From an optimization exercise on the open Yosys and OpenROAD flow, aimed at small area, a short achievable clock period and few clock cycles; shortcuts taken in it are not production practice. The RTL was checked by simulation tests, not by an equivalence proof against the original design. Power and IR drop assume default switching activity.

== v6 ==
Design RISC_V_Processor, start of the top module:
module RISC_V_Processor(
    input clk, reset,
    output [63:0] Inst_address,
    input  [31:0] Inst_data,
    output [63:0] Mem_Addr,
    output [63:0] Mem_WriteData,
    output        Mem_Write,
    output        Mem_Read,
    input  [63:0] Mem_ReadData
);
For scale: ~9100 cells after synthesis, about 2600 flip-flops, ~290 I/O pins, about 120000 um2 of cells after synthesis.
Settings: LEC_CHECK=0, CAP_MARGIN=20, CORE_MARGIN=2, CORE_UTILIZATION=40, SETUP_SLACK_MARGIN=0.4, SLEW_MARGIN=20; clock period 12.5 ns.
standard.sh (not shown) runs the stock make flow with config.mk's settings and CLKGATE_MAP_FILE= SYNTH_SCRIPT=/design/flow/synth_recipe.tcl, a recipe that flattens the netlist after the stock synthesis.
==> flow/flow/run.sh <==
#!/bin/bash
# The standard ORFS flow (standard.sh), unchanged, with these settings:
#  - setup repair aims for a larger slack than the constraint needs
#    (SETUP_SLACK_MARGIN), so the achieved clock period is shorter;
#  - buf_2 as the port buffer cell;
#  - a denser core (CORE_UTILIZATION 60), for shorter wires;
#  - larger clock-tree sink clusters (fewer clock buffers);
#  - more antenna repair rounds after detailed routing, if needed.
# ORFS writes each step's full log under orfs/logs; make's output goes to
# standard.log here.
set -o pipefail
bash standard.sh SETUP_SLACK_MARGIN=8.8 CORE_UTILIZATION=60 \
  BUFFER_PORTS_ARGS="-buffer_cell sky130_fd_sc_hd__buf_2" \
  CTS_CLUSTER_SIZE=25 CTS_CLUSTER_DIAMETER=80 \
  MAX_REPAIR_ANTENNAS_ITER_DRT=8 \
  finish > standard.log 2>&1
Testbench counts of v6, summed over its fixed seeds: cycles 66,592.
Here is what was changed in the inputs of v7 compared with v6.
--- a/flow/design.v
+++ b/flow/design.v
@@ -99,17 +99,15 @@
     reg        id_dflt1, id_dflt2;  
     reg        id_mhit1, id_mhit2;  
     reg [13:0] id_tlo;           
     reg [50:0] id_pchi;          
     reg        ex_regwrite, ex_memread, ex_memwrite, ex_branch, ex_uncond;
     reg        ex_sub, ex_and, ex_or;
     reg [4:0]  ex_rd;
-    reg [63:0] ex_a, ex_b, ex_target;    
-    reg [11:0] ex_imm;                     
-    reg        ex_useimm;                  
+    reg [63:0] ex_a, ex_b, ex_s, ex_target;
     reg        ex_fwds_ld;
     reg        mem_regwrite, mem_memread, mem_memwrite;
     reg        mem_ldwb;         
     reg [31:1] mem_we;           
     reg [4:0]  mem_rd;
     reg [63:0] mem_alu, mem_sd;
     wire [31:0] fi     = Inst_data;
@@ -132,15 +130,16 @@
     wire b_reg   = is_r | is_br;
     wire d_regwrite = (is_r | is_ld | is_addi) & (rd != 5'd0);
     wire [3:0] fn = {id_ir[30], id_ir[14:12]};
     wire [1:0] d_op = ~is_r            ? OP_ADD :
                       (fn == 4'b1000)  ? OP_SUB :
                       (fn == 4'b0111)  ? OP_AND :
                       (fn == 4'b0110)  ? OP_OR  : OP_ADD;
-    wire [11:0] imm12 = is_sd ? {id_ir[31:25], id_ir[11:7]} : id_ir[31:20];
+    wire [63:0] imm_i = {{52{id_ir[31]}}, id_ir[31:20]};
+    wire [63:0] imm_s = {{52{id_ir[31]}}, id_ir[31:25], id_ir[11:7]};
     wire        t_carry = id_tlo[13];
     wire        t_sign  = id_ir[31];
     wire [50:0] t_hi    = id_pchi + {{50{t_sign & ~t_carry}}, t_sign ^ t_carry};
     wire [63:0] id_target = {t_hi, id_tlo[12:0]};
     wire        id_cross = id_jumped & (t_sign ^ t_carry);
     wire stall     = id_valid & ex_memread &
                      ((uses1 & (ex_rd == rs1)) | (uses2 & (ex_rd == rs2)));
@@ -171,19 +170,21 @@
     wire mem_hit2 = id_mhit2;
     wire [63:0] rv1_nl = mem_hit1 ? mem_alu : rf1;
     wire [63:0] rv2_nl = mem_hit2 ? mem_alu : rf2;
     wire ld1 = mem_hit1 & mem_ldwb;
     wire ld2 = mem_hit2 & mem_ldwb;
     wire [63:0] rv1   = ld1 ? Mem_ReadData : rv1_nl;
     wire [63:0] rv2   = ld2 ? Mem_ReadData : rv2_nl;
+    wire [63:0] b_nl  = b_reg ? rv2_nl : (is_sd ? imm_s : imm_i);
+    wire [63:0] b_val = (b_reg & ld2) ? Mem_ReadData : b_nl;
     wire fwd1 = ex_regwrite & ~ex_memread & (ex_rd == rs1);
     wire fwd2 = ex_regwrite & ~ex_memread & (ex_rd == rs2);
     wire [63:0] A = ex_a;
-    wire [63:0] B = ex_useimm ? {{52{ex_imm[11]}}, ex_imm} : ex_b;
-    wire [63:0] S = ex_fwds_ld ? Mem_ReadData : ex_b;
+    wire [63:0] B = ex_b;
+    wire [63:0] S = ex_fwds_ld ? Mem_ReadData : ex_s;
     wire [63:0] sum;
     wire        sum_co;
     Adder #(.W(64)) add_alu(.a(A), .b(B ^ {64{ex_sub}}), .ci(ex_sub),
                             .c(sum), .co(sum_co));
     wire [63:0] result = ex_and ? (A & B) :
                          ex_or  ? (A | B) : sum;
     wire taken = ex_branch & (ex_uncond | (A == B));
@@ -248,17 +249,16 @@
         id_mhit1  <= ex_regwrite & (ex_rd == (stall ? rs1 : Inst_data[19:15]));
         id_mhit2  <= ex_regwrite & (ex_rd == (stall ? rs2 : Inst_data[24:20]));
         ex_sub    <= (d_op == OP_SUB);
         ex_and    <= (d_op == OP_AND);
         ex_or     <= (d_op == OP_OR);
         ex_rd     <= rd;
         ex_a      <= fwd1 ? result : rv1;
-        ex_b      <= fwd2 ? result : rv2;
-        ex_imm    <= imm12;
-        ex_useimm <= ~b_reg;
+        ex_b      <= (fwd2 & b_reg) ? result : b_val;
+        ex_s      <= fwd2 ? result : rv2;
         ex_target <= id_target;
         ex_uncond <= br_same;
         ex_fwds_ld <= ex_regwrite & ex_memread & (ex_rd == rs2);
         mem_rd    <= ex_rd;
         mem_alu   <= result;
         mem_sd    <= S;
     end
[summary]
v7 finished all stages; the layout is clean. Cell count (lower): v6. Full die area grows slightly when moving from v6 to v7. For wire length of the first global-routing pass, v6 and v7 come out practically identical. Diff v6 -> v7: clock buffer count in the final layout now smaller; final critical path time including I/O delays and setup has decreased. v7 vs v6: pre-CTS setup slack down. Of v6 and v7, the run reporting the lower count of flip-flops and latches was v6. Relative to v6, the internal power of the cells measured on v7 has increased slightly.
Testbench counts of v7, summed over its fixed seeds: cycles 66,592.

-- static timing again, ports no longer ideal --
The results above use ideal ports. As a check the final layouts listed here were re-extracted and re-timed, cells and wires unchanged. Step 1 (the two cells are an assumption about what drives the block):
set clk [get_ports {clk}]
set_driving_cell -lib_cell sky130_fd_sc_hd__clkbuf_16 $clk
set_driving_cell -lib_cell sky130_fd_sc_hd__buf_2 [delete_from_list [all_inputs] $clk]
Step 2 times the ports against the registers' clock, not the clock port: input delays grow and output delays shrink by t, the midpoint of the rising clock arrivals with the driver on. Three values: no drivers, after step 1, after step 2; two values: the first two.
run | t (ns) | slack for setup (ns) | hold WS [ns] | worst setup path at the end
v6 | 0.959 | 8.380 / 8.380 / 7.846 | 0.340 / 0.340 / 0.340 | input to register
v7 | 0.968 | 8.477 / 8.418 / 7.691 | 0.347 / 0.347 / 0.347 | input to register
After both steps every run listed still meets setup and hold. The setup slack of v7, which loses most, moves by -0.059 ns with the drivers and by -0.786 ns with both steps.
